This design comes from an exercise in tuning for small area and few clock cycles on the open sky130 flow, not from production work.
Where RTL was checked, it was by simulation tests only, not by an equivalence proof against the original.
No activity file was given, so power comes from the tool's default toggle rates.

// mul_divider
module mul_divider
(
    input   wire    rst,
    input   wire    clk,
    output  wire    muldiv_int,
                                        input   wire    muldiv_cn_wctrl,
                                        input   wire    muldiv_ar_wctrl,
    output  wire  [7:0] muldiv_br,      input   wire    muldiv_br_wctrl,
    output  wire  [7:0] muldiv_hr,      input   wire    muldiv_hr_wctrl,
    output  wire  [7:0] muldiv_cr,      input   wire    muldiv_cr_wctrl,
    input   wire  [7:0] dbus_wdata
  );
Size in the first run: ~500 cells after synthesis, ~39 flip-flops, ~3500 µm² of cells after synthesis.
clock: 5.0 ns
lec_check: 0
abc_area: 1
cap_margin: 20
core_margin: 2
core_utilization: 40
cts_cluster_diameter: 100
cts_cluster_size: 50
gpl_timing_driven: 0
slew_margin: 20
standard.sh (not shown) runs the stock make flow with config.mk's settings and CLKGATE_MAP_FILE= SYNTH_SCRIPT=/design/flow/synth_recipe.tcl, a recipe that flattens the netlist after the stock synthesis.
==> flow/flow/run.sh <==
#!/bin/bash
# Standard layout (the standard.sh), with the port buffers made from the
# smallest buffer cell instead of the default one.
export BUFFER_PORTS_ARGS="-buffer_cell sky130_fd_sc_hd__buf_1"
bash standard.sh > standard.log 2>&1
The baseline completed without violations.
Rerun with:
- CTS_CLUSTER_DIAMETER: 100 -> default
- CTS_CLUSTER_SIZE: 50 -> default
After rerunning:
- final area stays the same
- critical path depth is unchanged
- routed wire length is unchanged
Rerun with:
- CTS_BUF_LIST: default -> sky130_fd_sc_hd__clkbuf_4 sky130_fd_sc_hd__clkbuf_8
- CTS_CLUSTER_SIZE: default -> 20
The new run completed with no timing, DRC or antenna violations.
Setup slack gets better by 0.0098 ns.
Worst hold slack stays flat.
Total power came out higher by 0.30%.
Routed wire length stays flat.
No run of this note included a check of the RTL's function; only the layout flow was run.


== v26 ==
The RTL this note starts from:
==> flow/design.v <==
`timescale 1ns/1ns
module mul_divider
(
    input   wire    rst,
    input   wire    clk,
    output  wire    muldiv_int,
                                        input   wire    muldiv_cn_wctrl,
                                        input   wire    muldiv_ar_wctrl,
    output  wire  [7:0] muldiv_br,      input   wire    muldiv_br_wctrl,
    output  wire  [7:0] muldiv_hr,      input   wire    muldiv_hr_wctrl,
    output  wire  [7:0] muldiv_cr,      input   wire    muldiv_cr_wctrl,
    input   wire  [7:0] dbus_wdata
  );
reg           muldiv_f;
reg           muldiv_md;       
reg   [1:0]   muldiv_sm;       
reg   [7:0]   ar_reg;
reg   [7:0]   br_reg;
reg   [7:0]   hr_reg;
reg   [7:0]   cr_reg;
reg   [2:0]   cnt_reg;
wire          muldiv_run = |cnt_reg;
assign  muldiv_br   =br_reg;
assign  muldiv_hr   =hr_reg;
assign  muldiv_cr   =cr_reg;
assign  muldiv_int  = muldiv_f;
wire  [7:0] a0 = muldiv_ar_wctrl ? dbus_wdata : ar_reg;
wire  [7:0] b0 = muldiv_br_wctrl ? dbus_wdata : br_reg;
wire  [7:0] h0 = muldiv_hr_wctrl ? dbus_wdata : hr_reg;
wire        start = (muldiv_cn_wctrl & dbus_wdata[5])
                  | (muldiv_ar_wctrl & (muldiv_sm==2'h1))
                  | (muldiv_br_wctrl & (muldiv_sm==2'h2))
                  | (muldiv_hr_wctrl & (muldiv_sm==2'h3));
wire        md_eff = muldiv_cn_wctrl ? dbus_wdata[3] : muldiv_md;
wire        last   = ~start & (cnt_reg == 3'h7);
function [9:0] add9;
  input [8:0] a;
  input [8:0] b;
  input       cin;
  reg   [9:0] g, p, gg, pp, ng, np;
  integer i, l, d;
  begin
    g  = {a & b, cin};
    p  = {a ^ b, 1'b0};
    gg = g; pp = p;
    for (l = 0; l < 4; l = l + 1)
    begin
      d  = 1 << l;
      ng = gg; np = pp;
      for (i = 0; i < 10; i = i + 1)
        if ((i / d) % 2 == 1)
        begin
          ng[i] = gg[i] | (pp[i] & gg[(i / d) * d - 1]);
          np[i] = pp[i] & pp[(i / d) * d - 1];
        end
      gg = ng; pp = np;
    end
    add9 = {gg[9], p[9:1] ^ gg[8:0]};
  end
endfunction
wire  [7:0]    m_h = muldiv_run ? hr_reg : 8'h0;
wire  [7:0]    m_c = muldiv_run ? cr_reg : a0;
wire  [9:0]    m_s = m_h + m_c[1:0] * b0;
wire  [15:0]   m_next = {m_s, m_c[7:2]};
reg   [7:0]  r_rem;
reg   [15:0] r_x;
reg   [8:0]  r_t;
reg   [9:0]  r_d;
integer j;
always @*
begin
  r_rem = muldiv_run ? cr_reg : 8'h0;
  r_x   = {h0, b0};
  for (j = 0; j < 2; j = j + 1)
  begin
    r_t   = {r_rem, r_x[15]};
    r_d   = add9(r_t, ~{1'b0, a0}, 1'b1);
    r_d[9] = ~r_d[9];
    r_rem = r_d[9] ? r_t[7:0] : r_d[7:0];
    r_x   = {r_x[14:0], ~r_d[9]};
  end
end
always
@(negedge rst or posedge clk)
begin
  if(~rst)
  begin
    {muldiv_f,muldiv_md,muldiv_sm}<=4'h0;
    ar_reg <=8'h0;
    br_reg <=8'h0;
    hr_reg <=8'h0;
    cr_reg <=8'h0;
    cnt_reg <=3'h0;
  end
  else
  begin
    if(muldiv_cn_wctrl) begin {muldiv_f,muldiv_md,muldiv_sm}<={dbus_wdata[6],dbus_wdata[3],dbus_wdata[1:0]}; cnt_reg<=3'h0; end
    if(muldiv_ar_wctrl) ar_reg<=dbus_wdata;
    if(muldiv_br_wctrl) br_reg<=dbus_wdata;
    if(muldiv_hr_wctrl) hr_reg<=dbus_wdata;
    if(muldiv_cr_wctrl) cr_reg<=dbus_wdata;
    if(start | (muldiv_run & ~muldiv_cn_wctrl))
    begin
      cnt_reg <= start ? (md_eff ? 3'h1 : 3'h5) : cnt_reg + 1'b1;
      muldiv_f <= last;
      if(~md_eff)
        {hr_reg,cr_reg} <= m_next;
      else
      begin
        {hr_reg,br_reg} <= r_x;
        cr_reg <= r_rem;
      end
    end
  end
end
endmodule
==> flow/config.mk <==
export PLATFORM = sky130hd
export DESIGN_NAME = mul_divider
export DESIGN_NICKNAME = mul_divider
export VERILOG_FILES = /design/flow/design.v
export SDC_FILE = /design/flow/constraint.sdc
export NUM_CORES = 4
export LEC_CHECK = 0
export ABC_AREA = 1
export CAP_MARGIN = 0
export CORE_MARGIN = 2
export CORE_UTILIZATION = 40
export GPL_TIMING_DRIVEN = 0
export SLEW_MARGIN = 0
==> flow/constraint.sdc <==
create_clock -name core_clock -period 5.0 [get_ports {clk}]
set_input_delay 1.0000 -clock core_clock [delete_from_list [all_inputs] [get_ports {clk}]]
set_output_delay 1.0000 -clock core_clock [all_outputs]
set_load 0.01 [all_outputs]
Scripts as last shown in full above: flow/flow/run.sh
Testbench counts of v26, summed over its fixed seeds: cycles 154,097.
## Diff of input files: v52 against v26
Settings: CAP_MARGIN now 20, was 0; SLEW_MARGIN now 20, was 0.
## What came out
v52 ended with every stage complete and zero timing, DRC or antenna violations.
Summary of v52 over v26: sequential cell count shows no meaningful change; power consumed by the clock network now sits lower.
Diff v26 -> v52: fmax rose about 0.47%, worst setup slack picked up an extra 21 ps, number of inserted filler cells in the final layout +3.8%.
The inputs of v22 differ from those of v52 as listed below.
Settings: changing SLEW_MARGIN from 20 to 0; changing CAP_MARGIN from 20 to 0.
==> flow/flow/run.sh <==
#!/bin/bash
# Standard layout (the standard.sh), with the port buffers made from the
# smallest buffer cell instead of the default one, and a clock tree without dummy loads.
export BUFFER_PORTS_ARGS="-buffer_cell sky130_fd_sc_hd__buf_1"
export CTS_ARGS="-sink_clustering_enable -repair_clock_nets -dont_use_dummy_load"
bash standard.sh > standard.log 2>&1
==> comparison <==
Proportion of cell area occupied by registers in v22 is 0.32 points above v52. Compared with v52, v22 shows a average vias per placed instance that is 0.043 higher. In terms of post-synthesis compound-gate area fraction, v22 and v52 differ only marginally. v22 vs. v52: worst hold slack went down by 3.8 ps. Going from v52 to v22, share of the cycle needed by the critical path after routing grows by 1.0 points. v52 → v22: aggregate global-route resource usage closely matched the old numbers, clock power decreased by 25% relative to the old numbers, routed wire length increased by about 1.5% relative to the old numbers, routed length on met1 increased by about 5% relative to the old numbers. Diff v52 -> v22 | static leakage power | down slightly. The sequential logic power on v22 is in line with that on v52.
Input-level comparison between v53 and v22:
Settings: changing SLEW_MARGIN from 0 to 20; changing CAP_MARGIN from 0 to 20.
Notes after the runs:
[compare] base=v22 new=v53: total power went down, clock period minus worst slack went down, maximum number of pins on one net before global-route repair went down, critical path depth did not really move. Compared with v22, v53 has extra setup slack.

## static timing again, ports no longer ideal
The results above use ideal ports. As a check the final layouts listed here were re-extracted and re-timed, cells and wires unchanged. Step 1 assumes that a clkbuf_16 drives the clock port and a buf_2 every other input. Step 2, shift: input delay + t, output delay - t, t = (earliest + latest rising clock arrival at the registers) / 2. This alone moves slack from input paths to output paths. a / b / c = ideal / step 1 / step 2; a / b = the first two.
run | shift t [ns] | slack for setup (ns) | hold slack, ns
the first run of note 1 | 0.326 | 0.276 / 0.282 / -0.044 | 0.527 / 0.527 / 0.527
the second run of note 1 | 0.326 | 0.276 / 0.282 / -0.044 | 0.527 / 0.527 / 0.527
the third run of note 1 | 0.327 | 0.285 / 0.292 / -0.035 | 0.527 / 0.527 / 0.527
v26 | 0.334 | 0.428 / 0.431 / 0.097 | 0.512 / 0.507 / 0.513
v52 | 0.323 | 0.449 / 0.454 / 0.131 | 0.515 / 0.515 / 0.515
v22 | 0.326 | 0.399 / 0.402 / 0.076 | 0.511 / 0.511 / 0.511
v53 | 0.325 | 0.414 / 0.419 / 0.094 | 0.513 / 0.513 / 0.513
Met with ideal ports but missed after step 2: setup timing in the first run of note 1, the second run of note 1 and the third run of note 1. For v26, which loses most, drivers alone change the setup slack by +0.003 ns; drivers and shift together by -0.331 ns.
